This is an optimization exercise on Yosys and OpenROAD, whose aim is small area, not a production implementation. Where RTL was checked, it was by simulation tests only, not by an equivalence proof against the original. Only the layout flow was run in runs 1, 2, 7 and 8; the RTL was not checked for function there. In every run shown here, the design's own scripts or RTL, not TritonCTS, make the clock network. The clock input has no modelled driver; a real chip could not lean on it and would need a root buffer or a full tree. Power figures rest on the tool's default switching activity, not on a simulated workload.

### flow/flow/run.sh
#!/bin/bash
# Own flow: the standard layout (standard.sh) with three changes:
#  - synthesis maps the logic with an area-oriented ABC script
#    (flow/synth.tcl, flow/area.abc); registers are mapped as in the
#    standard synthesis;
#  - the clock is buffered by a few buffers placed at register clusters
#    (flow/pre_cts.tcl, flow/clock_buffers.tcl) instead of TritonCTS's
#    H-tree with dummy loads;
#  - port buffers use the smallest buffer cell.
# The full output of the ORFS make run is in standard_flow.log; each step's
# log is under orfs/logs/.
set -euo pipefail
export OWN_ABC_SCRIPT=$PWD/flow/area.abc
export FLOW_SYNTH_TCL=$PWD/synth_recipe.tcl
export CLOCK_BUFFER_CELL=sky130_fd_sc_hd__clkbuf_4
export CLOCK_BUFFER_COUNT=4
bash standard.sh \
  "SYNTH_SCRIPT=$PWD/flow/synth.tcl" \
  "BUFFER_PORTS_ARGS=-buffer_cell sky130_fd_sc_hd__buf_1" \
  "PRE_CTS_TCL=$PWD/flow/pre_cts.tcl" \
  finish > standard_flow.log 2>&1
### flow/flow/area.abc
strash
&get -n
&st
&deepsyn -T 20
&put
amap
topo
### flow/flow/clock_buffers.tcl
# Clock buffering without a tree: the clock port drives K buffers, each
# placed at the centre of a group of nearby registers and driving that group.
proc insert_clock_buffers { cell k } {
  set block [ord::get_db_block]
  set master [[ord::get_db] findMaster $cell]
  set clknet [$block findNet clk]
  set pins {}
  foreach it [$clknet getITerms] {
    set loc [[$it getInst] getLocation]
    lappend pins [list $it [lindex $loc 0] [lindex $loc 1]]
  }
  # k-means on register locations, seeded by spreading along x
  set pins [lsort -real -index 1 $pins]
  set n [llength $pins]
  set cents {}
  for {set g 0} {$g < $k} {incr g} {
    set p [lindex $pins [expr {int(($g + 0.5) * $n / $k)}]]
    lappend cents [list [lindex $p 1] [lindex $p 2]]
  }
  for {set iter 0} {$iter < 20} {incr iter} {
    set assign {}
    foreach p $pins {
      set best 0; set bd 1e30
      for {set g 0} {$g < $k} {incr g} {
        set c [lindex $cents $g]
        set d [expr {abs([lindex $p 1] - [lindex $c 0]) + abs([lindex $p 2] - [lindex $c 1])}]
        if {$d < $bd} { set bd $d; set best $g }
      }
      lappend assign $best
    }
    set newc {}
    for {set g 0} {$g < $k} {incr g} {
      set sx 0; set sy 0; set m 0
      foreach p $pins a $assign { if {$a == $g} { set sx [expr {$sx + [lindex $p 1]}]; set sy [expr {$sy + [lindex $p 2]}]; incr m } }
      if {$m > 0} { lappend newc [list [expr {$sx / $m}] [expr {$sy / $m}]] } else { lappend newc [lindex $cents $g] }
    }
    set cents $newc
  }
  for {set g 0} {$g < $k} {incr g} {
    set net [odb::dbNet_create $block "clk_g$g"]
    $net setSigType CLOCK
    set inst [odb::dbInst_create $block $master "clkbuf_g$g"]
    set m 0
    foreach p $pins a $assign {
      if {$a == $g} { set it [lindex $p 0]; $it disconnect; $it connect $net; incr m }
    }
    [$inst findITerm A] connect $clknet
    [$inst findITerm X] connect $net
    set c [lindex $cents $g]
    $inst setLocation [expr {int([lindex $c 0])}] [expr {int([lindex $c 1])}]
    $inst setPlacementStatus PLACED
    puts "clock buffer clkbuf_g$g ($cell) drives $m register clock pins"
  }
}
### flow/flow/pre_cts.tcl
# PRE_CTS hook: buffer the clock by hand (see clock_buffers.tcl) in place of
# TritonCTS's H-tree, then make the step's clock_tree_synthesis call only
# switch the clock to propagated mode. The rest of the CTS step
# (legalisation, hold repair) runs as usual.
source [file join [file dirname [info script]] clock_buffers.tcl]
insert_clock_buffers $::env(CLOCK_BUFFER_CELL) $::env(CLOCK_BUFFER_COUNT)
rename clock_tree_synthesis tritoncts_clock_tree_synthesis
proc clock_tree_synthesis { args } {
  puts "clock buffered by hand; TritonCTS not run"
  set_propagated_clock [all_clocks]
}
### flow/flow/synth.tcl
# The standard synthesis (synth_recipe.tcl, which sources ORFS's
# synth.tcl) with one change: the combinational logic is mapped by ABC with
# an area-oriented script (flow/area.abc) instead of ORFS's speed script.
# Registers are mapped before ABC runs, so they are the same as in the
# standard synthesis.
proc abc { args } {
  set i [lsearch -exact $args -script]
  if { $i >= 0 } {
    lset args [expr { $i + 1 }] $::env(OWN_ABC_SCRIPT)
  }
  yosys abc {*}$args
}
source $::env(FLOW_SYNTH_TCL)
### flow/standard.sh
#!/bin/bash
# synth_recipe.tcl (not shown) runs the flow's synth.tcl, then flattens the netlist and writes it again
# the make line also repeats each setting of config.mk as NAME=value (left out here)
make -C /OpenROAD-flow-scripts/flow DESIGN_CONFIG=/design/flow/config.mk WORK_HOME=/design/flow/orfs CLKGATE_MAP_FILE= SYNTH_SCRIPT=/design/flow/synth_recipe.tcl "${@:-finish}"
### flow/config.mk
export PLATFORM = sky130hd
export DESIGN_NAME = top
export DESIGN_NICKNAME = top
export VERILOG_FILES = /design/flow/design.v
export SDC_FILE = /design/flow/constraint.sdc
export NUM_CORES = 4
export LEC_CHECK = 0
export CAP_MARGIN = 20
export CORE_MARGIN = 2
export CORE_UTILIZATION = 60
export SLEW_MARGIN = 20
### flow/constraint.sdc
create_clock -name core_clock -period 10.0 [get_ports {clk}]
set_input_delay 2.0000 -clock core_clock [delete_from_list [all_inputs] [get_ports {clk}]]
set_output_delay 2.0000 -clock core_clock [all_outputs]
set_load 0.01 [all_outputs]
### flow/design.v
`timescale 1ns / 1ps
module i2c_sniffer (
    input  wire       clk,
    input  wire       rst,
    input  wire       i2c_sda,
    input  wire       i2c_scl,
    output reg        debug_led,
    output wire       byte_valid,    
    output wire [7:0] byte_data
);
    reg [1:0] scl_sync, sda_sync;
    reg scl_clean, sda_clean, scl_prev_clean, sda_prev_clean;
    always @(posedge clk) begin
        scl_sync <= {scl_sync[0], i2c_scl};
        sda_sync <= {sda_sync[0], i2c_sda};
        scl_clean <= scl_sync[1];
        sda_clean <= sda_sync[1];
        scl_prev_clean <= scl_clean;
        sda_prev_clean <= sda_clean;
    end
    wire start_cond  = scl_clean & scl_prev_clean & sda_prev_clean & ~sda_clean;
    wire stop_cond   = scl_clean & scl_prev_clean & ~sda_prev_clean & sda_clean;
    wire scl_posedge = scl_clean & ~scl_prev_clean;
    localparam [2:0] IDLE_STOP = 3'b000,   
                     IDLE_DATA = 3'b001,   
                     ADDR      = 3'b100,
                     REG       = 3'b101,
                     WRITE     = 3'b110,
                     READ      = 3'b111;
    reg [2:0] phase;
    reg [8:0] cap_n;           
    wire [8:0] cap = ~cap_n;
    reg       sniff_success;
    wire active = phase[2];
    wire ack    = cap[8];
    assign byte_valid = active & scl_posedge & ~ack & cap[7];
    assign byte_data  = {cap[6:0], sda_clean};
    always @(posedge clk) begin
        if (start_cond | (scl_posedge & ack & ~(phase == REG & sda_clean)))
            cap_n <= ~9'd1;
        else if (scl_posedge & ~ack)
            cap_n <= ~{cap[7:0], sda_clean};
    end
    always @(posedge clk) begin
        if (rst) begin
            phase <= IDLE_STOP;
        end else if (stop_cond) begin
            phase <= IDLE_STOP;
        end else if (start_cond) begin
            if (phase != IDLE_DATA)
                phase <= ADDR;
        end else if (scl_posedge & ack & active) begin
            case (phase)
                ADDR:    phase <= cap[0] ? READ : REG;
                REG:     if (~sda_clean) phase <= WRITE;
                WRITE:   phase <= IDLE_DATA;
                default: phase <= READ;
            endcase
        end
    end
    always @(posedge clk) begin
        if (rst)
            sniff_success <= 1'b0;
        else if (phase == READ & ack)
            sniff_success <= 1'b1;
        debug_led <= sniff_success;
    end
endmodule
`timescale 1ns / 1ps
`timescale 1ns / 1ps
module uart_tx (
    input        clk,
    input        rst,
    input        tx_start,
    input  [7:0] tx_data,
    output       tx_serial
);
    reg [10:0] shreg;
    reg [1:0]  cj;
    reg [2:0]  ca;
    reg [4:0]  cb;
    wire tick = ~|{cj[0], ~cj[1], ca[0], ca[2], cb[0], cb[2], ~cb[3], cb[4]};
    wire idle = ~|shreg[10:1];
    wire load = tx_start & idle & (~shreg[0] | tick);
    assign tx_serial = shreg[0] | idle;
    always @(posedge clk) begin
        if (rst)
            shreg <= 11'd0;
        else
            shreg <= (tick ? {1'b0, shreg[10:1]} : shreg)
                   | ({11{load}} & {1'b1, tx_data, 1'b0, 1'b1});
    end
    always @(posedge clk) begin
        if (load) begin
            cj <= 2'b10;
            ca <= 3'b101;
            cb <= 5'b11110;
        end else begin
            cj <= {~cj[0], cj[1]};
            ca <= {~ca[1], ~ca[0], ~(ca[2] ^ ca[1])};
            cb <= {~cb[3], ~cb[2], ~cb[1], ~cb[0], cb[4] ^ cb[2]};
        end
    end
endmodule
`timescale 1ns / 1ps
module top (
    input  clk,         
    input  rst,         
    input  i2c_sda,     
    input  i2c_scl,     
    output debug_led,   
    output tx           
);
    wire       byte_valid;
    wire [7:0] byte_data;
    i2c_sniffer i2c_sniffer_inst (
        .clk(clk),
        .rst(rst),
        .i2c_sda(i2c_sda),
        .i2c_scl(i2c_scl),
        .debug_led(debug_led),
        .byte_valid(byte_valid),
        .byte_data(byte_data)
    );
    uart_tx uart_tx_inst (
        .clk(clk),
        .rst(rst),
        .tx_start(byte_valid),
        .tx_data(byte_data),
        .tx_serial(tx)
    );
endmodule
==> results of run 1 <==
[layer usage]
layer	global-route usage	share of wire	routed length, um	vias up
met4	0.01754	0.0039	9	0
li1	-	-	-	499
met5	0	0	0	-
met2	0.3186	0.48	1123	17
met3	0.01437	0.027	64	2
met1	0.2844	0.49	1139	452
[kinds of logic after synthesis]
family	count (synthesis)
simple gates	46
flops	43
compound gates	28
buf+inv	12
xor+xnor	1
[cell usage after synthesis]
| library cell | n | area share |
|---|---|---|
| a221o_1 | 6 | 0.044 |
| o21ai_0 | 1 | 0.0036 |
| clkinv_1 | 12 | 0.033 |
| or2_0 | 3 | 0.014 |
| xnor2_1 | 1 | 0.0064 |
| a22o_1 | 1 | 0.0064 |
| a211oi_1 | 1 | 0.0055 |
| a222oi_1 | 2 | 0.015 |
| dfxtp_1 | 43 | 0.63 |
| nor2_1 | 13 | 0.035 |
| a221oi_1 | 1 | 0.0064 |
| a22oi_1 | 1 | 0.0055 |
| a21o_1 | 1 | 0.0055 |
| a41o_1 | 1 | 0.0073 |
| o32a_1 | 1 | 0.0073 |
| nor4b_1 | 1 | 0.0064 |
| or4_1 | 4 | 0.022 |
| o22ai_1 | 1 | 0.0045 |
| o22a_1 | 9 | 0.057 |
| nor3_1 | 9 | 0.033 |
| nand2b_1 | 1 | 0.0045 |
| nand2_1 | 12 | 0.033 |
| a21oi_1 | 2 | 0.0073 |
| nor4_1 | 2 | 0.0091 |
| nor2b_1 | 1 | 0.0045 |
[registers in the layout (all words and copies together), names as in the netlist]
| name | count |
|---|---|
| i2c_sniffer_inst.sda_prev_clean | 1 |
| i2c_sniffer_inst.debug_led | 1 |
| i2c_sniffer_inst.scl_prev_clean | 1 |
| uart_tx_inst.shreg | 11 |
| i2c_sniffer_inst.scl_sync | 2 |
| i2c_sniffer_inst.scl_clean | 1 |
| uart_tx_inst.cb | 5 |
| i2c_sniffer_inst.phase | 3 |
| uart_tx_inst.ca | 3 |
| i2c_sniffer_inst.sda_sync | 2 |
| i2c_sniffer_inst.sda_clean | 1 |
| i2c_sniffer_inst.cap_n | 9 |
| uart_tx_inst.cj | 2 |
| i2c_sniffer_inst.sniff_success | 1 |
[final cells by class]
type | instances | share of cell area
sequential | 43 | 0.5895
multi-input combinational | 75 | 0.3222
inverter | 12 | 0.03085
tap | 28 | 0.02399
buffer | 4 | 0.02057
timing repair buffer | 5 | 0.01285
[worst register-to-register path: stages (launching register included)]
cell and delay (ps):
dfxtp_1 350, or4_1 520, nor4b_1 570, clkinv_1 230, nand2_1 110, nand2_1 270
nor3_1 320, a221o_1 150
[worst paths after layout]
check        cells past startpoint                         start                         end
max reg2reg                      7            uart_tx_inst.cb[4]       uart_tx_inst.shreg[4]
max                              4         uart_tx_inst.shreg[3]                          tx
min                              0  i2c_sniffer_inst.scl_sync[1]  i2c_sniffer_inst.scl_clean
min reg2reg                      0  i2c_sniffer_inst.scl_sync[1]  i2c_sniffer_inst.scl_clean
[stage by stage]
stage / total power, mW / hold slack (ps) / util / setup slack [ps] / area [um2]
detailed placement: 0.2541 / 317.2 / 0.6528 / 6453 / 1430
CTS: 0.3095 / 345.2 / 0.6665 / 6253 / 1460
global placement: 0.2504 / 312.8 / 0.6528 / 6470 / 1430
global route: 0.3261 / 351.1 / 0.6665 / 6132 / 1460
floorplan: 0.2422 / 309.6 / - / 6599 / 1376
finish: 0.3076 / 335.1 / 0.6665 / 6257 / 1460
[power by group]
group / internal, mW / switching (mW)
logic: 0.0174 / 0.0179
registers: 0.198 / 0.0164
clock network: 0.0192 / 0.0384
total: 0.235 / 0.0727
==> flow_summary.ini, run 1 <==
[routing]
vias = 970
ant_nets = 0
drt-total-wl_um = 2337
wl_per_cell_um = 13.99
drtIter0Drc = 20
drc = 0
viasPerCell = 5.808
first_pass_iters = 4

[grt]
grt_usage = 0.1920
grt_max_degree = 15
grt_pass1_wl_um = 4036
antenna_found_initial = 0
grt_pass1_vias = 899
grt_overflow = 0

[sta]
clock_skew_ps = 37.78
hold_violations = 0
finalSetupViolCount = 0
timing.final.crit_share = 0.3743
drv_slew = 0
setup_tns_ps = 0
rsz0062_at_grt = false
relSlewSlack = 0.5721
worst_slew_pin_slew_ps = 639.5
fmax_ghz = 0.2672
min_period_ps = 3743

[yosys]
yosysUniqueCellTypes = 25
ys_seq_area_frac = 0.6255
netlist_instances = 130
synth.avg_cell_area_um2 = 10.59
yosys.area_share.adder = 0
syn-num-nets = 134
synth_xor_area_frac = 0.006364
ys_seq_elements = 43
synth_mux_area_frac = 0
synth-simple-area-share = 0.1609
yosys_warnings = 2
synth-compound-area-share = 0.1745
synth_area_mm2 = 0.001376
synth_top_family_by_area = compound AO/OA/AOI/OAI gates

[final_layout]
area_delta_synth_final_pct = 6.091
final_layout_size_suffix_gt1_frac = 0.02878
antenna_cells = 0
seq_area_um2 = 860.8
layout_commonest_cell = dfxtp_1
fin_nets = 145
fin_cells = 167
most-common-layout-cells = dfxtp_1, nor2_1, clkinv_1, nand2_1
fillCellCount = 176
multiInputGateArea_um2 = 470.5

[cts]
postCtsSetupBuffers = 0
holdBufCountCts = 0
ctsResizeCount = 0
clk_pin_slew_ps = 120
clk_latency_ps = 180

[worst_setup_path]
cp-start-kind = flop
crit_type = flop to output pin
end_kind = output pin
max_stage_delay_ps = 510
worstPathCellList = or4_1 > or4_1 > nand2b_1 > buf_1
cp_num_buf_inv = 1
critPathMostFrequentCell = or4_1
required_ps = 8000
ff2ff_setup_slack_ps = 7390
crit_family = simple AND/OR/NAND/NOR gates
worstPathMaxFanout = 3
crit_slowest_cell = or4_1
cp.arrival_ps = 1740

[placement]
port-buffer-count = 5
place_hpwl_um = 1802
gp_congestion = 0.7827
dp_cells = 163

[pwr]
p_leak_nw = 0.5575
ir_worst_vdd_mv = 0.1595
power_density_mw_per_mm2 = 210.7

[hold_path]
hp-class = flop to flop

[floorplanning]
core_mm2 = 0.002191
start_util = 0.6282
ios = 6
die_area_mm2 = 0.002693
rows = 17
die_w_um = 51.90
die_h_um = 51.90

[run_status]
status = no timing/DRC/antenna violations

[run]
cap_violations = 0
==> run 2: changes to the inputs <==
--- a/flow/flow/run.sh
+++ b/flow/flow/run.sh
@@ -13,6 +13,6 @@
 export OWN_ABC_SCRIPT=$PWD/flow/area.abc
 export FLOW_SYNTH_TCL=$PWD/synth_recipe.tcl
-export CLOCK_BUFFER_CELL=sky130_fd_sc_hd__clkbuf_4
-export CLOCK_BUFFER_COUNT=4
+export CLOCK_BUFFER_CELL=sky130_fd_sc_hd__clkbuf_8
+export CLOCK_BUFFER_COUNT=3
 bash standard.sh \
   "SYNTH_SCRIPT=$PWD/flow/synth.tcl" \
--- a/flow/config.mk
+++ b/flow/config.mk
@@ -8,4 +8,4 @@
 export CAP_MARGIN = 20
 export CORE_MARGIN = 2
-export CORE_UTILIZATION = 60
+export CORE_UTILIZATION = 40
 export SLEW_MARGIN = 20
==> run 2 against run 1 <==
Flip-flop and latch count unchanged. Sequential share of layout area decreased by 1.3 points. Global-route usage decreased by 7.0 points. Critical path type unchanged. Combinational power decreased by 2%. Area after synthesis unchanged. Via count decreased by 2.0%. Utilization decreased by 22 points.
==> flow_summary.ini, run 2 <==
[run_status]
status = no timing/DRC/antenna violations

[sta]
clock_skew_ps = 51.61
min_period_ps = 3765
relSlewSlack = 0.5446
rsz0062_at_grt = false
worst_slew_pin_slew_ps = 673.7
drv_slew = 0
finalSetupViolCount = 0
hold_violations = 0
timing.final.crit_share = 0.3765
setup_tns_ps = 0
holdWs_ps = 342.8
fmax_ghz = 0.2656

[placement]
port-buffer-count = 5
gp_congestion = 0.7997
place_hpwl_um = 1604
placed_area_mm2 = 0.001453

[yosys]
synth_most_common_cell = dfxtp_1
yosysUniqueCellTypes = 25
synth_common_cells = dfxtp_1, nor2_1, clkinv_1, nand2_1
ys_seq_area_frac = 0.6255
netlist.area_leader.share = 0.6255
ys_async_sr_fraction = 0
ys_seq_elements = 43
synth_area_mm2 = 0.001376
synth_area_leaders = dfxtp_1, o22a_1, a221o_1
netlist_instances = 130
synthFlopType = dfxtp_1
synth_edf_count = 0
synth.avg_cell_area_um2 = 10.59
syn-num-nets = 134
yosys_warnings = 2
yosysTopAreaCell = dfxtp_1

[pwr]
p_leak_nw = 0.5607
power_density_mw_per_mm2 = 211.6
ir_worst_vdd_mv = 0.07805
total_power_mw = 0.3161

[routing]
ant_nets = 0
drc = 0
drt-total-wl_um = 2276
vias = 951
wl_per_cell_um = 12.37
first_pass_iters = 6
drtIter0Drc = 44
viasPerCell = 5.168

[worst_setup_path]
crit_type = flop to output pin
worstPathMaxFanout = 3
cp-start-kind = flop
end_kind = output pin
worstSetupStartpoint = uart_tx_inst.shreg[4]
cp.arrival_ps = 1770
required_ps = 8000
rr_startpoint = uart_tx_inst.cb[4]

[cts]
clk_latency_ps = 180
ctsResizeCount = 0
postCtsSetupBuffers = 0
holdBufCountCts = 0
clk_pin_slew_ps = 130

[run]
cap_violations = 0

[final_layout]
fin_nets = 144
layout_commonest_cell = dfxtp_1
antenna_cells = 0
most-common-layout-cells = dfxtp_1, nor2_1, clkinv_1, nand2_1
largest_register = uart_tx_inst.shreg
area_delta_synth_final_pct = 8.545
reg.largest.list = uart_tx_inst.shreg x11, i2c_sniffer_inst.cap_n x9, uart_tx_inst.cb x5
stdcell_area_mm2 = 0.001494
largest_reg_flops = 11
fillCellCount = 330
final_layout_size_suffix_gt1_frac = 0.02174

[grt]
grt_usage = 0.1217
grt_pass1_vias = 926
grt_overflow = 0
antenna_found_initial = 0
grt_max_degree = 24
grt_pass1_wl_um = 4105

[floorplanning]
ios = 6
die_w_um = 62.66
core_mm2 = 0.003311
die_area_mm2 = 0.003926
die_h_um = 62.66
rows = 21
start_util = 0.4157

[hold_path]
hp-class = flop to flop
hold_path_startpoint = i2c_sniffer_inst.scl_sync[0]
run 2: cell counts after synthesis:
No cell type changed its count.
run 2: path summary, 6_finish.rpt:
kind / cells after the start / slack, ps / to
setup / recovery: 4 / 6230 / tx
hold / removal: 0 / 340 / i2c_sniffer_inst.scl_sync[1]
setup reg to reg: 8 / 7380 / uart_tx_inst.shreg[2]
hold reg to reg: 0 / 340 / i2c_sniffer_inst.scl_sync[1]
run 2: kinds of logic after synthesis:
group                  Yosys count  share of synthesized area
AND/OR/NAND/NOR                 46                     0.1609
flip-flops                      43                     0.6255
XOR/XNOR                         1                   0.006365
buffers and inverters           12                    0.03272
AO/OA/AOI/OAI                   28                     0.1746
run 2: layout make-up:
class,instances,area [um2],area share
Multi-Input combinational cell,75,470.5,0.3149
Tap cell,46,57.56,0.03853
Inverter,12,45.04,0.03015
Timing Repair Buffer,5,18.77,0.01256
Buffer,3,41.29,0.02764
Sequential cell,43,860.8,0.5762
run 2: power by group:
group	switching, mW	internal [mW]	total, mW
Sequential	0.0158	0.199	0.214
Clock	0.0396	0.0276	0.0672
Combinational	0.0172	0.0174	0.0346
run 2: metal layers:
metal / global-route usage / up-vias / part of all wire
met5: 0 / - / 0
met2: 0.1935 / 16 / 0.42
met3: 0.01081 / 3 / 0.040
met1: 0.1856 / 444 / 0.53
li1: - / 488 / -
met4: 0.01389 / 0 / 0.015
run 2: stage by stage:
step / utilization / setup WS [ps] / cells
floorplan: - / 6599 / 130
CTS: 0.4512 / 6233 / 184
finish: 0.4512 / 6235 / 184
detailed placement: 0.4388 / 6462 / 181
global placement: 0.4388 / 6475 / 181
global route: 0.4512 / 6134 / 184
run 2: critical path, stage by stage (launching register included):
cell and delay, ps:
dfxtp_1 350, or4_1 500, or4_1 510, nand2b_1 90, buf_1 150
==> run 3: changes to the inputs <==
--- a/flow/design.v
+++ b/flow/design.v
@@ -24,8 +24,8 @@
     localparam [2:0] IDLE_STOP = 3'b000,   
                      IDLE_DATA = 3'b001,   
-                     ADDR      = 3'b100,
-                     REG       = 3'b101,
-                     WRITE     = 3'b110,
-                     READ      = 3'b111;
+                     ADDR      = 3'b111,
+                     REG       = 3'b100,
+                     WRITE     = 3'b101,
+                     READ      = 3'b110;
     reg [2:0] phase;
     reg [8:0] cap_n;           
--- a/flow/flow/run.sh
+++ b/flow/flow/run.sh
@@ -13,6 +13,6 @@
 export OWN_ABC_SCRIPT=$PWD/flow/area.abc
 export FLOW_SYNTH_TCL=$PWD/synth_recipe.tcl
-export CLOCK_BUFFER_CELL=sky130_fd_sc_hd__clkbuf_8
-export CLOCK_BUFFER_COUNT=3
+export CLOCK_BUFFER_CELL=sky130_fd_sc_hd__clkbuf_4
+export CLOCK_BUFFER_COUNT=4
 bash standard.sh \
   "SYNTH_SCRIPT=$PWD/flow/synth.tcl" \
==> flow/flow/area.abc (replaced) <==
strash
&get -n
&st
&deepsyn -T 20
&put
amap -F 4 -A 8
topo
==> flow/flow/clock_buffers.tcl (replaced) <==
# Clock buffering without a tree: the clock port drives K buffers, each
# placed at the centre of a group of nearby registers and driving that
# group. Groups are found by k-means on the placed register locations,
# with each group holding at most ceil(N/K) registers.
proc insert_clock_buffers { cell k } {
  set block [ord::get_db_block]
  set master [[ord::get_db] findMaster $cell]
  set clknet [$block findNet clk]
  set pins {}
  foreach it [$clknet getITerms] {
    set loc [[$it getInst] getLocation]
    lappend pins [list $it [lindex $loc 0] [lindex $loc 1]]
  }
  set n [llength $pins]
  set cap [expr { ($n + $k - 1) / $k }]
  # seed the centres along x
  set sorted [lsort -real -index 1 $pins]
  set cents {}
  for { set g 0 } { $g < $k } { incr g } {
    set p [lindex $sorted [expr { int(($g + 0.5) * $n / $k) }]]
    lappend cents [list [lindex $p 1] [lindex $p 2]]
  }
  for { set iter 0 } { $iter < 30 } { incr iter } {
    # capacity-limited assignment: closest (pin, centre) pairs first
    set pairs {}
    for { set i 0 } { $i < $n } { incr i } {
      set p [lindex $pins $i]
      for { set g 0 } { $g < $k } { incr g } {
        set c [lindex $cents $g]
        set d [expr { abs([lindex $p 1] - [lindex $c 0]) + abs([lindex $p 2] - [lindex $c 1]) }]
        lappend pairs [list $d $i $g]
      }
    }
    set assign [lrepeat $n -1]
    set fill [lrepeat $k 0]
    foreach pr [lsort -real -index 0 $pairs] {
      lassign $pr d i g
      if { [lindex $assign $i] >= 0 || [lindex $fill $g] >= $cap } { continue }
      lset assign $i $g
      lset fill $g [expr { [lindex $fill $g] + 1 }]
    }
    set newc {}
    for { set g 0 } { $g < $k } { incr g } {
      set sx 0.0; set sy 0.0; set m 0
      foreach p $pins a $assign {
        if { $a == $g } {
          set sx [expr { $sx + [lindex $p 1] }]
          set sy [expr { $sy + [lindex $p 2] }]
          incr m
        }
      }
      if { $m > 0 } {
        lappend newc [list [expr { $sx / $m }] [expr { $sy / $m }]]
      } else {
        lappend newc [lindex $cents $g]
      }
    }
    set cents $newc
  }
  for { set g 0 } { $g < $k } { incr g } {
    set net [odb::dbNet_create $block "clk_g$g"]
    $net setSigType CLOCK
    set inst [odb::dbInst_create $block $master "clkbuf_g$g"]
    set m 0
    foreach p $pins a $assign {
      if { $a == $g } {
        set it [lindex $p 0]
        $it disconnect
        $it connect $net
        incr m
      }
    }
    [$inst findITerm A] connect $clknet
    [$inst findITerm X] connect $net
    set c [lindex $cents $g]
    $inst setLocation [expr { int([lindex $c 0]) }] [expr { int([lindex $c 1]) }]
    $inst setPlacementStatus PLACED
    puts "clock buffer clkbuf_g$g ($cell) drives $m register clock pins"
  }
}
==> run 3 against run 2 <==
Via count is 0.32% lower. Final area is 1.7% lower. Total power is 3.2% higher. Utilization is 0.76 points lower. Highest routed layer unchanged.
==> flow_summary.ini, run 3 <==
[run_status]
status = no timing/DRC/antenna violations

[final_layout]
largest_register = uart_tx_inst.shreg
most-common-layout-cells = dfxtp_1, clkinv_1, nand2_1
fillCellCount = 319
fin_nets = 146
final_layout_size_suffix_gt1_frac = 0.02857
stdcell_area_mm2 = 0.001469
largest_reg_flops = 11
area_delta_synth_final_pct = 7.805
layout_commonest_cell = dfxtp_1
reg.largest.list = uart_tx_inst.shreg x11, i2c_sniffer_inst.cap_n x9, uart_tx_inst.cb x5
antenna_cells = 0

[floorplanning]
die_area_mm2 = 0.003889
die_h_um = 62.37
core_mm2 = 0.003311
start_util = 0.4116
ios = 6
rows = 21
die_w_um = 62.37

[routing]
ant_nets = 0
viasPerCell = 5.097
drt-total-wl_um = 2180
vias = 948
drc = 0
first_pass_iters = 4
drtIter0Drc = 63
wl_per_cell_um = 11.72

[placement]
port-buffer-count = 5
pre_cts_ws_ps = 6458
gp_congestion = 0.8227
place_hpwl_um = 1646
placed_area_mm2 = 0.001439

[hold_path]
holdPathEnd = i2c_sniffer_inst.scl_sync[1]
hp-class = flop to flop
whs_path_depth = 0
hold_path_startpoint = i2c_sniffer_inst.scl_sync[0]

[worst_setup_path]
end_kind = output pin
crit_slowest_cell = or4_1
worstPathCellList = or4_1 > or4_1 > nand2b_1 > buf_1
crit_type = flop to output pin
cp.arrival_ps = 1750
worstPathMaxFanout = 3
ff2ff_setup_slack_ps = 7470
rr_startpoint = uart_tx_inst.ca[0]
max_stage_delay_ps = 500
critPathMostFrequentCell = or4_1
reg2regPathDepth = 7
required_ps = 8000
cp-start-kind = flop
rr_endpoint = uart_tx_inst.shreg[8]

[sta]
setup_tns_ps = 0
min_period_ps = 3750
relSlewSlack = 0.5720
timing.final.crit_share = 0.3750
holdWs_ps = 309.0
clock_skew_ps = 22.29
setup_ws_ps = 6250
finalSetupViolCount = 0
rsz0062_at_grt = false
drv_slew = 0
fmax_ghz = 0.2666
hold_violations = 0
worst_slew_pin_slew_ps = 636.2

[yosys]
yosysTopAreaCell = dfxtp_1
yosys_warnings = 2
synthFlopType = dfxtp_1
synth_common_cells = dfxtp_1, clkinv_1, nand2_1
netlist_instances = 131
synth_area_mm2 = 0.001363
synth_area_leaders = dfxtp_1, a22oi_1, o22a_1
synth_edf_count = 0
synth.avg_cell_area_um2 = 10.40
synth_most_common_cell = dfxtp_1
ys_seq_area_frac = 0.6318
ys_async_sr_fraction = 0
ys_seq_elements = 43
yosysUniqueCellTypes = 24
netlist.area_leader.share = 0.6318
syn-num-nets = 135

[cts]
postCtsSetupBuffers = 0
ctsResizeCount = 0
clk_latency_ps = 170
clk_pin_slew_ps = 120
holdBufCountCts = 0

[grt]
grt_pass1_vias = 913
grt_usage = 0.1139
grt_max_degree = 12
grt_pass1_wl_um = 3801
grt_overflow = 0
antenna_found_initial = 0

[pwr]
total_power_mw = 0.3261
ir_worst_vdd_mv = 0.1047
power_density_mw_per_mm2 = 222.0
p_leak_nw = 0.5395

[run]
cap_violations = 0
[run 3: final cells by class]
| cell class | count | area (um2) | share of cell area |
|---|---|---|---|
| well taps | 46 | 57.56 | 0.03918 |
| flip-flops and latches | 43 | 860.8 | 0.5860 |
| inverters | 12 | 45.04 | 0.03066 |
| multi-input cells | 76 | 456.7 | 0.3109 |
| repair buffers | 5 | 18.77 | 0.01278 |
| plain buffers | 4 | 30.03 | 0.02044 |
[run 3: report_power, final]
group	internal, mW	switching, mW
Sequential	0.206	0.0217
Combinational	0.0219	0.0168
Clock	0.0192	0.0404
Total	0.247	0.0788
[run 3: how the worst max path moves through the flow]
stage	endpoint	startpoint	slack, ps
after floorplan	tx	uart_tx_inst.shreg[4]	6600
after global placement	tx	uart_tx_inst.shreg[4]	6460
after detailed placement	tx	uart_tx_inst.shreg[4]	6460
after CTS	tx	uart_tx_inst.shreg[4]	6240
after global routing	tx	uart_tx_inst.shreg[4]	6230
final	tx	uart_tx_inst.shreg[4]	6250
[run 3: layer usage]
layer	vias to the layer above	wire, um	global-route usage
met1	432	982	0.1484
met4	0	39	0.01667
li1	493	-	-
met5	-	0	0
met2	18	1076	0.2079
met3	5	81	0.01268
[run 3: cells by family after synthesis]
kind of cell / Yosys count / synth area share
xor gates and xnor gates: 2 / 0.01286
AOI/OAI and AO/OA: 38 / 0.1947
buffers and inverters: 12 / 0.03306
and+or+nand+nor: 36 / 0.1276
DFF: 43 / 0.6318
[run 3: stage by stage]
step             util  instances
2_1_floorplan       -        131
3_3_place_gp   0.4346        182
3_5_place_dp   0.4346        182
4_1_cts        0.4437        186
5_1_grt        0.4437        186
6_report       0.4437        186
[run 3: worst max-delay path: cells and delay by family, from the launching register on]
family        cells  cell delay [ps]
simple gates      3             1090
flops             1              340
buf+inv           1              140
==> run 4: changes to the inputs <==
--- a/flow/config.mk
+++ b/flow/config.mk
@@ -7,5 +7,5 @@
 export LEC_CHECK = 0
 export CAP_MARGIN = 20
-export CORE_MARGIN = 2
-export CORE_UTILIZATION = 40
+export CORE_AREA = 2 2 60 60
+export DIE_AREA = 0 0 62 62
 export SLEW_MARGIN = 20
==> run 4 against run 3 <==
Die area decreased by 1.2%. Hold slack improved by 24 ps. Fmax increased by 0.34%. Global-route usage increased by 0.29 points. Total power decreased by 0.27%. Largest power group unchanged.
==> flow_summary.ini, run 4 <==
[worst_setup_path]
max_stage_delay_ps = 500
ff2ff_setup_slack_ps = 7520
worstPathMaxFanout = 3
cp-start-kind = flop
worstSetupStartpoint = uart_tx_inst.shreg[4]
crit_type = flop to output pin
worstPathCellList = or4_1 > or4_1 > nand2b_1 > buf_1
crit_slowest_cell = or4_1
end_kind = output pin
rr_startpoint = uart_tx_inst.shreg[4]
cp.arrival_ps = 1740
reg2regPathDepth = 6
required_ps = 8000
cp-endpoint = tx
critPathMostFrequentCell = or4_1
rr_endpoint = uart_tx_inst.shreg[4]

[floorplanning]
ios = 6
die_w_um = 62
die_area_mm2 = 0.003844
start_util = 0.4149
die_h_um = 62
core_mm2 = 0.003284
rows = 21

[yosys]
synth_area_leaders = dfxtp_1, a22oi_1, o22a_1
synthFlopType = dfxtp_1
yosys_warnings = 2
yosysUniqueCellTypes = 24
synth_most_common_cell = dfxtp_1
yosysTopAreaCell = dfxtp_1
ys_seq_area_frac = 0.6318
netlist_instances = 131
ys_seq_elements = 43
synth_edf_count = 0
synth_common_cells = dfxtp_1, clkinv_1, nand2_1
synth_area_mm2 = 0.001363
netlist.area_leader.share = 0.6318
synth.avg_cell_area_um2 = 10.40
ys_async_sr_fraction = 0
syn-num-nets = 135

[routing]
first_pass_iters = 4
drtIter0Drc = 89
vias = 926
viasPerCell = 4.978
wl_per_cell_um = 11.42
ant_nets = 0
drt-total-wl_um = 2124
drc = 0

[sta]
fmax_ghz = 0.2676
hold_violations = 0
worst_slew_pin_slew_ps = 593.6
timing.final.crit_share = 0.3738
rsz0062_at_grt = false
clock_skew_ps = 14.23
drv_slew = 0
min_period_ps = 3738
relSlewSlack = 0.6028
setup_tns_ps = 0
finalSetupViolCount = 0

[grt]
grt_usage = 0.1169
grt_pass1_vias = 809
grt_overflow = 0
antenna_found_initial = 0
grt_max_degree = 12
grt_pass1_wl_um = 3519

[final_layout]
most-common-layout-cells = dfxtp_1, clkinv_1, nand2_1
largest_register = uart_tx_inst.shreg
fin_nets = 146
largest_reg_flops = 11
final_layout_size_suffix_gt1_frac = 0.02857
antenna_cells = 0
fin_cells = 186
layout_commonest_cell = dfxtp_1
fillCellCount = 325
area_delta_synth_final_pct = 7.805
reg.largest.list = uart_tx_inst.shreg x11, i2c_sniffer_inst.cap_n x9, uart_tx_inst.cb x5

[placement]
place_hpwl_um = 1567
gp_congestion = 0.8233
dp_cells = 182
port-buffer-count = 5

[run]
cap_violations = 0

[cts]
holdBufCountCts = 0
clk_pin_slew_ps = 110
clk_latency_ps = 170
postCtsSetupBuffers = 0
ctsResizeCount = 0

[pwr]
power_density_mw_per_mm2 = 221.4
p_leak_nw = 0.5395
ir_worst_vdd_mv = 0.1081

[run_status]
status = no timing/DRC/antenna violations

[hold_path]
whs_path_depth = 0
hp-class = flop to flop
## run 4: cell counts in the layout (fill, tap and decap cells not counted)
Identical to the previous run, type by type.
## run 4: routing by layer
metal,vias to the layer above,track usage,part of all wire
li1,491,-,-
met1,416,0.1611,0.50
met4,0,0.02128,0.024
met5,-,0,0
met3,7,0.01863,0.040
met2,12,0.1949,0.44
## run 4: layout make-up
| cell class | instances | area [um2] | area share |
|---|---|---|---|
| plain buffers | 4 | 30.03 | 0.02044 |
| inverters | 12 | 45.04 | 0.03066 |
| multi-input cells | 76 | 456.7 | 0.3109 |
| flip-flops and latches | 43 | 860.8 | 0.5860 |
| well taps | 46 | 57.56 | 0.03918 |
| repair buffers | 5 | 18.77 | 0.01278 |
## run 4: how the worst min path moves through the flow
stage                                 start                          to  slack, ps
6_report       i2c_sniffer_inst.sda_sync[1]  i2c_sniffer_inst.sda_clean        330
2_1_floorplan  i2c_sniffer_inst.scl_sync[1]  i2c_sniffer_inst.scl_clean        310
5_1_grt        i2c_sniffer_inst.sda_sync[1]  i2c_sniffer_inst.sda_clean        340
3_3_place_gp   i2c_sniffer_inst.sda_sync[1]  i2c_sniffer_inst.sda_clean        310
4_1_cts        i2c_sniffer_inst.sda_sync[1]  i2c_sniffer_inst.sda_clean        330
3_5_place_dp   i2c_sniffer_inst.scl_sync[1]  i2c_sniffer_inst.scl_clean        310
## run 4: logic make-up after synthesis
| group | synth area share |
|---|---|
| xor+xnor | 0.01286 |
| flops | 0.6318 |
| buf+inv | 0.03306 |
| compound gates | 0.1947 |
| simple gates | 0.1276 |
## run 4: stage by stage
stage | cell area (um2) | hold WS [ps] | total power [mW] | setup WS [ps] | util
final | 1469 | 333.4 | 0.3252 | 6262 | 0.4472
after detailed placement | 1439 | 314.7 | 0.2707 | 6448 | 0.4381
after global routing | 1469 | 339.9 | 0.3454 | 6135 | 0.4472
after floorplan | 1363 | 309.6 | 0.2587 | 6597 | -
after CTS | 1469 | 333.1 | 0.3289 | 6243 | 0.4472
after global placement | 1439 | 312.8 | 0.2690 | 6457 | 0.4381
## run 4: critical path: cells and delay by family, from the launching register on
family	cells	cell delay (ps)
simple gates	3	1090
flops	1	330
buf+inv	1	150
## run 4: power breakdown
group	total (mW)	internal, mW	switching [mW]
Sequential	0.228	0.206	0.0214
Clock	0.0590	0.0192	0.0398
Combinational	0.0386	0.0219	0.0167
==> run 5: changes to the inputs <==
==> flow/flow/area.abc (replaced) <==
strash
&get -n
&st
&deepsyn -T 20
&put
amap
topo
==> run 5 against run 4 <==
Still clean on timing, DRC and antenna. Die area did not move. Final area is 0.34% lower. Global-route usage grew 0.87 points. Via count is 1.8% higher. Largest power group unchanged. Flip-flop and latch count is the same. Worst setup slack got worse by 9.7 ps. Clock skew is 6.8 ps lower. Sequential power about the same. Synthesized cell count rose by 2.3%. Area after synthesis fell by 0.37%.
==> flow_summary.ini, run 5 <==
[routing]
ant_nets = 0
drt-total-wl_um = 2165
drtIter0Drc = 60
drc = 0
wl_per_cell_um = 11.46
viasPerCell = 4.989
vias = 943
first_pass_iters = 4

[floorplanning]
rows = 21
die_w_um = 62
start_util = 0.4133
core_mm2 = 0.003284
ios = 6
die_area_mm2 = 0.003844
die_h_um = 62

[final_layout]
fillCellCount = 330
most-common-layout-cells = dfxtp_1, nand2_1, nor2_1
utilization = 0.4457
layout_commonest_cell = dfxtp_1
seq_area_um2 = 860.8
multiInputGateArea_um2 = 459.2
fin_nets = 149
area_delta_synth_final_pct = 7.834
antenna_cells = 0
final_layout_size_suffix_gt1_frac = 0.02797
reg.largest.list = uart_tx_inst.shreg x11, i2c_sniffer_inst.cap_n x9, uart_tx_inst.cb x5
largest_reg_flops = 11
largest_register = uart_tx_inst.shreg

[worst_setup_path]
crit_type = flop to output pin
cp.arrival_ps = 1750
cp-start-kind = flop
rr_endpoint = uart_tx_inst.shreg[2]
required_ps = 8000
ff2ff_setup_slack_ps = 7410
worstPathMaxFanout = 3
rr_startpoint = uart_tx_inst.shreg[4]
end_kind = output pin
reg2regPathDepth = 6

[cts]
clk_pin_slew_ps = 100
holdBufCountCts = 0
postCtsSetupBuffers = 0
ctsResizeCount = 0
clk_latency_ps = 170

[sta]
finalSetupViolCount = 0
drv_slew = 0
rsz0062_at_grt = false
relSlewSlack = 0.5875
min_period_ps = 3747
clock_skew_ps = 7.388
fmax_ghz = 0.2669
worst_slew_pin_slew_ps = 616.4
setup_tns_ps = 0
timing.final.crit_share = 0.3747
hold_violations = 0

[grt]
antenna_found_initial = 0
grt_usage = 0.1256
grt_pass1_wl_um = 3822
grt_overflow = 0
grt_pass1_vias = 876
grt_max_degree = 12

[yosys]
netlist.area_leader.share = 0.6341
synthFlopType = dfxtp_1
netlist_instances = 134
ys_seq_area_frac = 0.6341
yosysTopAreaCell = dfxtp_1
synth_edf_count = 0
synth_area_mm2 = 0.001358
syn-num-nets = 138
synth_most_common_cell = dfxtp_1
ys_async_sr_fraction = 0
ys_seq_elements = 43
yosysUniqueCellTypes = 24
yosys_warnings = 2
synth.avg_cell_area_um2 = 10.13
synth_area_leaders = dfxtp_1, a22oi_1, nand2_1
synth_common_cells = dfxtp_1, nand2_1, nor2_1

[pwr]
power_density_mw_per_mm2 = 230.9
p_leak_nw = 0.5457
total_power_mw = 0.3380
ir_worst_vdd_mv = 0.1020

[run]
cap_violations = 0

[hold_path]
whs_path_depth = 0
holdPathEnd = i2c_sniffer_inst.scl_clean
hold_path_startpoint = i2c_sniffer_inst.scl_sync[1]
hp-class = flop to flop

[run_status]
status = no timing/DRC/antenna violations

[placement]
place_hpwl_um = 1632
port-buffer-count = 5
gp_congestion = 0.7176
[run 5: cell types whose count changed after synthesis, moves of 2 or more]
cell and change:
clkinv_1 -2, o31ai_1 -2, nor2_1 +4, nand2b_1 -2
nor2b_1 +2, nand2_1 +4, a21oi_1 +2
[run 5: layout make-up]
type,instances,area share
well taps,46,0.03932
repair buffers,5,0.01282
inverters,10,0.02564
flip-flops and latches,43,0.5880
plain buffers,4,0.02051
multi-input cells,81,0.3137
[run 5: stage by stage]
stage	cells	instance area [um2]	worst slack [ps]	hold slack [ps]
global route	189	1464	6195	348.6
finish	189	1464	6253	331.7
global placement	185	1434	6451	311.5
detailed placement	185	1434	6442	314.4
CTS	189	1464	6235	337.9
floorplan	134	1358	6598	309.6
[run 5: per-layer routing]
metal,up-vias,wire length (um),track usage
li1,495,-,-
met2,9,1005,0.2188
met3,6,58,0.01449
met1,433,1056,0.1682
met4,0,44,0.02432
met5,-,0,0
[run 5: how the worst max path moves through the flow]
| stage | startpoint | endpoint | slack [ps] | cells past startpoint |
|---|---|---|---|---|
| after floorplan | uart_tx_inst.shreg[4] | tx | 6600 | 3 |
| after global placement | uart_tx_inst.shreg[4] | tx | 6450 | 4 |
| after detailed placement | uart_tx_inst.shreg[4] | tx | 6440 | 4 |
| after CTS | uart_tx_inst.shreg[4] | tx | 6230 | 4 |
| after global routing | uart_tx_inst.shreg[4] | tx | 6200 | 4 |
| final | uart_tx_inst.shreg[4] | tx | 6250 | 4 |
[run 5: cells by family after synthesis]
logic type      Yosys count  synth area share
simple gates             43            0.1475
buf+inv                  10           0.02765
xor+xnor                  1          0.006453
flops                    43            0.6341
compound gates           37            0.1843
[run 5: power breakdown]
group	internal, mW	switching [mW]
logic	0.0237	0.0247
clock network	0.0192	0.0397
registers	0.208	0.0228
[run 5: worst max-delay path, cell delays in order, from the launching register on]
cell and delay [ps]:
dfxtp_1 330, or4_1 510, or4_1 500, nand2b_1 90, buf_1 150
==> run 6: changes to the inputs <==
--- a/flow/config.mk
+++ b/flow/config.mk
@@ -7,5 +7,5 @@
 export LEC_CHECK = 0
 export CAP_MARGIN = 20
-export CORE_AREA = 2 2 60 60
-export DIE_AREA = 0 0 62 62
+export CORE_MARGIN = 2
+export CORE_UTILIZATION = 75
 export SLEW_MARGIN = 20
==> run 6 against run 5 <==
Clock skew increased by 8.2 ps. First-iteration DRC count decreased by 72%. Flip-flop and latch count unchanged. Sequential power about the same. Synthesized cell count unchanged. Global-route usage increased by 11 points. Sequential share of layout area increased by 1.1 points. Fmax decreased by 0.58%. Final area decreased by 1.8%. Total power decreased by 0.12%. Via count increased by 2.1%. Wire length increased by 5.9%.
==> flow_summary.ini, run 6 <==
[final_layout]
largest_reg_flops = 11
reg.largest.list = uart_tx_inst.shreg x11, i2c_sniffer_inst.cap_n x9, uart_tx_inst.cb x5
utilization = 0.8418
antenna_cells = 0
area_delta_synth_final_pct = 5.899
layout_commonest_cell = dfxtp_1
largest_register = uart_tx_inst.shreg
final_layout_size_suffix_gt1_frac = 0.02797
most-common-layout-cells = dfxtp_1, nand2_1, nor2_1
fin_nets = 149

[grt]
grt_max_degree = 12
antenna_found_initial = 0
grt_pass1_vias = 923
grt_pass1_wl_um = 3843
grt_usage = 0.2392
grt_overflow = 0

[pwr]
combPwrFrac = 0.146
p_leak_nw = 0.5457
power_density_mw_per_mm2 = 234.8
total_power_mw = 0.3375
p_sw_frac = 0.2568
ir_worst_vdd_mv = 0.2071
internal_power_mw = 0.2509
switchingPower_mw = 0.08668
pwr-share-seq = 0.687
power_frac_clock = 0.167

[yosys]
synthFlopType = dfxtp_1
ys_seq_area_frac = 0.6341
ys_async_sr_fraction = 0
yosys_warnings = 2
synth_xor_area_frac = 0.006452
synth-compound-area-share = 0.1843
syn-num-nets = 138
synth_mux_area_frac = 0
yosysUniqueCellTypes = 24
yosysTopAreaCell = dfxtp_1
synth_top_family_by_area = compound AO/OA/AOI/OAI gates
synth_edf_count = 0
synth_most_common_cell = dfxtp_1
netlist_instances = 134
synth.avg_cell_area_um2 = 10.13
yosys.area_share.adder = 0
synth_area_mm2 = 0.001358
netlist.area_leader.share = 0.6341
synth-simple-area-share = 0.1475
synth_common_cells = dfxtp_1, nand2_1, nor2_1
ys_seq_elements = 43
synth_area_leaders = dfxtp_1, a22oi_1, nand2_1

[sta]
setup_tns_ps = 0
hold_violations = 0
timing.final.crit_share = 0.3769
min_period_ps = 3769
drv_slew = 0
rsz0062_at_grt = false
fmax_ghz = 0.2653
worst_slew_pin_slew_ps = 636.8
finalSetupViolCount = 0
clock_skew_ps = 15.62
relSlewSlack = 0.5695

[worst_setup_path]
rr_endpoint = uart_tx_inst.shreg[8]
ff2ff_setup_slack_ps = 7290
rr_startpoint = uart_tx_inst.ca[0]
reg2regPathDepth = 7
required_ps = 8000
worstPathMaxFanout = 3
critPathMostFrequentCell = or4_1
crit_slowest_cell = or4_1
max_stage_delay_ps = 520
end_kind = output pin
worstPathCellList = or4_1 > or4_1 > nand2b_1 > buf_1
crit_type = flop to output pin
cp.arrival_ps = 1770
cp-start-kind = flop

[hold_path]
hold_path_startpoint = i2c_sniffer_inst.sda_sync[1]
hp-class = flop to flop
holdPathEnd = i2c_sniffer_inst.sda_clean
whs_path_depth = 0

[cts]
holdBufCountCts = 0
postCtsSetupBuffers = 0
clk_latency_ps = 170
ctsResizeCount = 0
clk_pin_slew_ps = 110

[floorplanning]
die_area_mm2 = 0.002166
ios = 6
die_h_um = 46.55
core_mm2 = 0.001708
die_w_um = 46.55
start_util = 0.7949
rows = 15

[routing]
viasPerCell = 5.732
dr_wl_met2_um = 1198
ant_nets = 0
vias = 963
met3WireLength_um = 106
wl_per_cell_um = 13.65
drc = 0
first_pass_iters = 4
met1_length_um = 975
drtIter0Drc = 17
topRoutingLayerUsed = met4
drt-total-wl_um = 2293

[run]
cap_violations = 0

[run_status]
status = no timing/DRC/antenna violations

[placement]
port-buffer-count = 5
gp_congestion = 0.7694
place_hpwl_um = 1769
## run 6: per-layer routing
metal,track usage,up-vias
li1,-,492
met1,0.2772,435
met2,0.4722,32
met3,0.02745,4
met4,0.02857,0
met5,0,-
## run 6: critical path, delay by kind of cell, from the launching register on
kind,cells,cell delay [ps]
AND/OR/NAND/NOR,3,1110
flip-flops,1,340
buffers and inverters,1,140
## run 6: kinds of logic after synthesis
logic type	Yosys count
DFF	43
and+or+nand+nor	43
AOI/OAI and AO/OA	37
buffers and inverters	10
xor gates and xnor gates	1
## run 6: cell type report
type	instances	area, um2
multi-input cells	81	459.2
well taps	25	31.28
plain buffers	4	30.03
inverters	10	37.54
repair buffers	5	18.77
flip-flops and latches	43	860.8
fillers	105	270.3
## run 6: per-stage QoR
stage / cells / hold slack, ps / setup WS [ps] / area (um2)
final: 168 / 316.1 / 6231 / 1438
after global routing: 168 / 329.6 / 6154 / 1438
after CTS: 168 / 321.6 / 6234 / 1438
after detailed placement: 164 / 313.5 / 6440 / 1408
after global placement: 164 / 309.7 / 6464 / 1408
after floorplan: 134 / 309.6 / 6598 / 1358
## run 6: how the worst max path moves through the flow
stage | from | to | slack, ps | cells after the start
after floorplan | uart_tx_inst.shreg[4] | tx | 6600 | 3
after global placement | uart_tx_inst.shreg[4] | tx | 6460 | 4
after detailed placement | uart_tx_inst.shreg[4] | tx | 6440 | 4
after CTS | uart_tx_inst.shreg[4] | tx | 6230 | 4
after global routing | uart_tx_inst.shreg[4] | tx | 6150 | 4
final | uart_tx_inst.shreg[4] | tx | 6230 | 4
## run 6: power by group through the flow
| stage | registers (mW) | logic (mW) | clock network, mW |
|---|---|---|---|
| finish | 0.232 | 0.0494 | 0.0563 |
| detailed placement | 0.235 | 0.0503 | 0 |
| floorplan | 0.228 | 0.0403 | 0 |
| global placement | 0.233 | 0.0452 | 0 |
| global route | 0.236 | 0.0580 | 0.0635 |
| CTS | 0.232 | 0.0504 | 0.0576 |
==> run 7: changes to the inputs <==
--- a/flow/design.v
+++ b/flow/design.v
@@ -24,8 +24,8 @@
     localparam [2:0] IDLE_STOP = 3'b000,   
                      IDLE_DATA = 3'b001,   
-                     ADDR      = 3'b111,
-                     REG       = 3'b100,
-                     WRITE     = 3'b101,
-                     READ      = 3'b110;
+                     ADDR      = 3'b100,
+                     REG       = 3'b101,
+                     WRITE     = 3'b110,
+                     READ      = 3'b111;
     reg [2:0] phase;
     reg [8:0] cap_n;           
--- a/flow/config.mk
+++ b/flow/config.mk
@@ -8,4 +8,4 @@
 export CAP_MARGIN = 20
 export CORE_MARGIN = 2
-export CORE_UTILIZATION = 75
+export CORE_UTILIZATION = 60
 export SLEW_MARGIN = 20
==> run 7 against run 6 <==
Still clean on timing, DRC and antenna. Combinational power down 29%. Via count up 1.2%. Flip-flop and latch count did not move. Wire length rose by 3.8%. Final area increased by 1.6%. Utilization shrank 18 points. Clock skew shrank 3.3 ps. Area after synthesis increased by 1.4%. Fmax rose by 0.49%. Final cell count shrank 0.60%. First-iteration DRC count grew 5.9%. Global-route usage is 4.2 points lower. Largest power group unchanged.
==> flow_summary.ini, run 7 <==
[final_layout]
largest_register = uart_tx_inst.shreg
final_layout_size_suffix_gt1_frac = 0.02878
largest_reg_flops = 11
fin_nets = 145
utilization = 0.6665
most-common-layout-cells = dfxtp_1, nor2_1, clkinv_1, nand2_1
antenna_cells = 0
area_delta_synth_final_pct = 6.091
layout_commonest_cell = dfxtp_1
fin_cells = 167
reg.largest.list = uart_tx_inst.shreg x11, i2c_sniffer_inst.cap_n x9, uart_tx_inst.cb x5

[yosys]
ys_seq_area_frac = 0.6255
synth.avg_cell_area_um2 = 10.59
synth-compound-area-share = 0.1745
synth_xor_area_frac = 0.006364
ys_seq_elements = 43
synth_common_cells = dfxtp_1, nor2_1, clkinv_1, nand2_1
yosys_warnings = 2
synth_area_mm2 = 0.001376
yosysTopAreaCell = dfxtp_1
netlist_instances = 130
syn-num-nets = 134
synth_area_leaders = dfxtp_1, o22a_1, a221o_1
ys_async_sr_fraction = 0
synth_top_family_by_area = compound AO/OA/AOI/OAI gates
yosysUniqueCellTypes = 25
synthFlopType = dfxtp_1
synth_most_common_cell = dfxtp_1
synth-simple-area-share = 0.1609
yosys.area_share.adder = 0
synth_mux_area_frac = 0
synth_edf_count = 0
netlist.area_leader.share = 0.6255

[sta]
rsz0062_at_grt = false
drv_slew = 0
worst_slew_pin_slew_ps = 650.8
setup_tns_ps = 0
finalSetupViolCount = 0
clock_skew_ps = 12.33
min_period_ps = 3751
hold_violations = 0
holdWs_ps = 324.7
timing.final.crit_share = 0.3751
relSlewSlack = 0.5645
fmax_ghz = 0.2666

[hold_path]
hold_path_startpoint = i2c_sniffer_inst.scl_sync[1]
hp-class = flop to flop
whs_path_depth = 0

[routing]
drt-total-wl_um = 2381
drtIter0Drc = 18
first_pass_iters = 6
vias = 975
ant_nets = 0
viasPerCell = 5.838
drc = 0
wl_per_cell_um = 14.26

[worst_setup_path]
reg2regPathDepth = 7
crit_type = flop to output pin
worstSetupStartpoint = uart_tx_inst.shreg[4]
max_stage_delay_ps = 510
cp-start-kind = flop
rr_startpoint = uart_tx_inst.cb[4]
cp.depth = 4
worstPathMaxFanout = 3
required_ps = 8000
end_kind = output pin
crit_slowest_cell = or4_1
worstPathCellList = or4_1 > or4_1 > nand2b_1 > buf_1
critPathMostFrequentCell = or4_1
cp.arrival_ps = 1750
crit_family = simple AND/OR/NAND/NOR gates
cp_num_buf_inv = 1

[cts]
ctsResizeCount = 0
clk_latency_ps = 170
clk_pin_slew_ps = 110
holdBufCountCts = 0
postCtsSetupBuffers = 0

[floorplanning]
start_util = 0.6282
die_area_mm2 = 0.002693
die_h_um = 51.90
ios = 6
die_w_um = 51.90
core_mm2 = 0.002191
rows = 17

[grt]
grt_pass1_vias = 908
antenna_found_initial = 0
grt_overflow = 0
grt_usage = 0.1969
grt_max_degree = 15
grt_pass1_wl_um = 4112

[placement]
port-buffer-count = 5
gp_congestion = 0.7827
dp_cells = 163
place_hpwl_um = 1802

[run_status]
status = no timing/DRC/antenna violations

[pwr]
p_leak_nw = 0.5575
ir_worst_vdd_mv = 0.1685
power_density_mw_per_mm2 = 211.6

[run]
cap_violations = 0
-- run 7: cell count changes in the layout (fill, tap and decap cells not counted), sizes merged, moves of 2 or more --
cell,delta
a21oi,-3
nand2,-4
a22oi,-7
nor3,+8
o22a,+3
o21ai,-10
clkinv,+2
a221o,+6
a222oi,+2
-- run 7: per-stage QoR --
| step | setup slack, ps | power [mW] | area, um2 |
|---|---|---|---|
| after floorplan | 6599 | 0.2422 | 1376 |
| after detailed placement | 6453 | 0.2541 | 1430 |
| after CTS | 6243 | 0.3114 | 1460 |
| after global routing | 6120 | 0.3289 | 1460 |
| final | 6249 | 0.3090 | 1460 |
| after global placement | 6470 | 0.2504 | 1430 |
-- run 7: layout make-up --
type | instances | area, um2
Buffer | 4 | 30.03
Fill cell | 180 | 730.7
Inverter | 12 | 45.04
Multi-Input combinational cell | 75 | 470.5
Sequential cell | 43 | 860.8
Tap cell | 28 | 35.03
Timing Repair Buffer | 5 | 18.77
-- run 7: kinds of logic (layout without fill, tap and decap cells) --
group / Yosys count / count (layout)
xor+xnor: 1 / 1
compound gates: 28 / 28
flops: 43 / 43
simple gates: 46 / 46
buf+inv: 12 / 21
-- run 7: metal layers --
metal  GRT usage  share of wire
met5           0              0
met4     0.01754          0.012
met3     0.01437          0.033
met2      0.3270           0.48
met1      0.2918           0.47
-- run 7: report_power, final --
group          internal [mW]  switching (mW)
clock network         0.0192          0.0400
registers              0.198          0.0162
logic                 0.0174          0.0179
-- run 7: final timing paths --
check             slack (ps)                    endpoint
hold / removal           320  i2c_sniffer_inst.scl_clean
setup reg to reg        7420       uart_tx_inst.shreg[4]
hold reg to reg          320  i2c_sniffer_inst.scl_clean
setup / recovery        6250                          tx
-- run 7: worst reg2reg max path, delay by kind of cell, from the launching register on --
kind                   cells  cell delay [ps]
AO/OA/AOI/OAI              1              150
buffers and inverters      1              230
flip-flops                 1              350
AND/OR/NAND/NOR            5             1820
==> run 8: changes to the inputs <==
--- a/flow/flow/run.sh
+++ b/flow/flow/run.sh
@@ -13,6 +13,6 @@
 export OWN_ABC_SCRIPT=$PWD/flow/area.abc
 export FLOW_SYNTH_TCL=$PWD/synth_recipe.tcl
-export CLOCK_BUFFER_CELL=sky130_fd_sc_hd__clkbuf_4
-export CLOCK_BUFFER_COUNT=4
+export CLOCK_BUFFER_CELL=sky130_fd_sc_hd__clkbuf_8
+export CLOCK_BUFFER_COUNT=3
 bash standard.sh \
   "SYNTH_SCRIPT=$PWD/flow/synth.tcl" \
--- a/flow/config.mk
+++ b/flow/config.mk
@@ -8,4 +8,4 @@
 export CAP_MARGIN = 20
 export CORE_MARGIN = 2
-export CORE_UTILIZATION = 60
+export CORE_UTILIZATION = 40
 export SLEW_MARGIN = 20
==> run 8 against run 7 <==
First-iteration DRC count increased to 2.8 times the previous value. Wire length shrank 6.7%. Largest power group unchanged. Total power is 2.3% higher. Sequential share of layout area is 1.3 points lower. Area after synthesis did not move. Synthesized cell count unchanged. Die area up 46%. Utilization shrank 22 points. Still clean on timing, DRC and antenna.
==> flow_summary.ini, run 8 <==
[sta]
relSlewSlack = 0.5555
hold_violations = 0
drv_slew = 0
timing.final.crit_share = 0.3721
worst_slew_pin_slew_ps = 657.5
finalSetupViolCount = 0
min_period_ps = 3721
rsz0062_at_grt = false
setup_tns_ps = 0
holdWs_ps = 332.4
fmax_ghz = 0.2688
clock_skew_ps = 6.103

[routing]
drt-total-wl_um = 2221
drc = 0
ant_nets = 0
drtIter0Drc = 51
viasPerCell = 5.250
wl_per_cell_um = 12.07
vias = 966
first_pass_iters = 5

[worst_setup_path]
crit_type = flop to output pin
required_ps = 8000
cp-start-kind = flop
rr_endpoint = uart_tx_inst.shreg[2]
cp.arrival_ps = 1720
end_kind = output pin
worstPathMaxFanout = 3
reg2regPathDepth = 8
rr_startpoint = uart_tx_inst.cb[4]
ff2ff_setup_slack_ps = 7350

[floorplanning]
die_w_um = 62.66
die_area_mm2 = 0.003926
rows = 21
die_h_um = 62.66
start_util = 0.4157
core_mm2 = 0.003311
ios = 6

[yosys]
ys_seq_elements = 43
synth.avg_cell_area_um2 = 10.59
synth_most_common_cell = dfxtp_1
synth_mux_area_frac = 0
synthFlopType = dfxtp_1
yosys_warnings = 2
synth_top_family_by_area = compound AO/OA/AOI/OAI gates
netlist.area_leader.share = 0.6255
ys_async_sr_fraction = 0
syn-num-nets = 134
netlist_instances = 130
synth-compound-area-share = 0.1745
synth-simple-area-share = 0.1609
synth_edf_count = 0
ys_seq_area_frac = 0.6255
yosys.area_share.adder = 0
synth_area_mm2 = 0.001376
yosysTopAreaCell = dfxtp_1
synth_xor_area_frac = 0.006364
synth_area_leaders = dfxtp_1, o22a_1, a221o_1
synth_common_cells = dfxtp_1, nor2_1, clkinv_1, nand2_1
yosysUniqueCellTypes = 25

[grt]
grt_pass1_wl_um = 4050
grt_pass1_vias = 919
grt_max_degree = 16
antenna_found_initial = 0
grt_usage = 0.1190
grt_overflow = 0

[final_layout]
area_delta_synth_final_pct = 8.545
fin_cells = 184
layout_commonest_cell = dfxtp_1
fin_nets = 144
largest_reg_flops = 11
reg.largest.list = uart_tx_inst.shreg x11, i2c_sniffer_inst.cap_n x9, uart_tx_inst.cb x5
utilization = 0.4512
antenna_cells = 0
final_layout_size_suffix_gt1_frac = 0.02174
most-common-layout-cells = dfxtp_1, nor2_1, clkinv_1, nand2_1
largest_register = uart_tx_inst.shreg

[placement]
place_hpwl_um = 1604
port-buffer-count = 5
gp_congestion = 0.7997
dp_cells = 181

[run]
cap_violations = 0

[cts]
clk_pin_slew_ps = 90
ctsResizeCount = 0
holdBufCountCts = 0
clk_latency_ps = 150
postCtsSetupBuffers = 0

[pwr]
p_leak_nw = 0.5607
switchingPower_mw = 0.07290
pwr-share-seq = 0.677
ir_worst_vdd_mv = 0.09192
combPwrFrac = 0.109
p_sw_frac = 0.2306
internal_power_mw = 0.2433
power_frac_clock = 0.214
power_density_mw_per_mm2 = 211.6

[run_status]
status = no timing/DRC/antenna violations

[hold_path]
holdPathEnd = i2c_sniffer_inst.scl_clean
hold_path_startpoint = i2c_sniffer_inst.scl_sync[1]
hp-class = flop to flop
whs_path_depth = 0
-- run 8: power by group through the flow --
stage | Combinational [mW] | Sequential (mW) | Clock (mW)
5_1_grt | 0.0409 | 0.218 | 0.0775
3_5_place_dp | 0.0353 | 0.217 | 0
4_1_cts | 0.0351 | 0.214 | 0.0710
6_report | 0.0345 | 0.214 | 0.0677
3_3_place_gp | 0.0337 | 0.216 | 0
2_1_floorplan | 0.0288 | 0.213 | 0
-- run 8: cell type report --
class                           count  area, um2
Buffer                              3      41.29
Fill cell                         328       1817
Inverter                           12      45.04
Multi-Input combinational cell     75      470.5
Sequential cell                    43      860.8
Tap cell                           46      57.56
Timing Repair Buffer                5      18.77
-- run 8: metrics by stage --
stage          worst slack [ps]  instance area (um2)  total power [mW]
2_1_floorplan              6599                 1376            0.2422
3_3_place_gp               6475                 1453            0.2500
3_5_place_dp               6462                 1453            0.2527
4_1_cts                    6273                 1494            0.3202
5_1_grt                    6184                 1494            0.3369
6_report                   6279                 1494            0.3162
-- run 8: logic make-up (layout without fill, tap and decap cells) --
family | count (synthesis) | in the layout
buf+inv | 12 | 20
compound gates | 28 | 28
xor+xnor | 1 | 1
flops | 43 | 43
simple gates | 46 | 46
-- run 8: worst max-delay path, cell delays in order (launching register included) --
cell and delay (ps):
dfxtp_1 330, or4_1 500, or4_1 510, nand2b_1 90, buf_1 150
-- run 8: layer usage --
layer	up-vias	GRT usage	share of wire	routed length [um]
met1	461	0.1844	0.52	1166
met4	0	0.01111	0.010	23
met3	2	0.01081	0.038	85
li1	486	-	-	-
met2	17	0.1868	0.43	946
met5	-	0	0	0
-- run 8: worst max path at each step --
stage                          startpoint  end  slack (ps)  cells past startpoint
detailed placement  uart_tx_inst.shreg[4]   tx        6460                      4
CTS                 uart_tx_inst.shreg[4]   tx        6270                      4
global placement    uart_tx_inst.shreg[4]   tx        6480                      4
finish              uart_tx_inst.shreg[4]   tx        6280                      4
floorplan           uart_tx_inst.shreg[4]   tx        6600                      3
global route        uart_tx_inst.shreg[4]   tx        6180                      4

## static timing again, ports no longer ideal
How much do the figures lean on ideal ports? The routed layouts below were timed once more, with nothing changed but the port constraints.
Step 1 (the two cells are an assumption about what drives the block):
set clk [get_ports {clk}]
set_driving_cell -lib_cell sky130_fd_sc_hd__clkbuf_16 $clk
set_driving_cell -lib_cell sky130_fd_sc_hd__buf_2 [delete_from_list [all_inputs] $clk]
Step 2 moves the port delays by t, midway between the first and last clock arrival at a register: inputs arrive t later, outputs are due t later. That takes back most of the time a late clock gives input paths.
Three values: no drivers, after step 1, after step 2; two values: the first two.
run	t, ns	setup slack, ns	worst setup path at the end	slew at the worst register clock pin (ns)	worst slew at a driven data input, ns
run 1	0.196	6.257 / 6.222 / 6.418	register to output	0.12 / 0.12	0.03
run 2	0.193	6.235 / 6.192 / 6.385	register to output	0.13 / 0.13	0.03
run 3	0.200	6.250 / 6.211 / 6.411	register to output	0.12 / 0.12	0.03
run 4	0.205	6.262 / 6.219 / 6.424	register to output	0.11 / 0.11	0.03
run 5	0.202	6.253 / 6.213 / 6.415	register to output	0.11 / 0.11	0.03
run 6	0.195	6.231 / 6.195 / 6.390	register to output	0.11 / 0.11	0.03
run 7	0.198	6.249 / 6.212 / 6.410	register to output	0.11 / 0.11	0.03
run 8	0.184	6.279 / 6.239 / 6.423	register to output	0.09 / 0.09	0.03
After both steps every run listed still meets setup and hold.
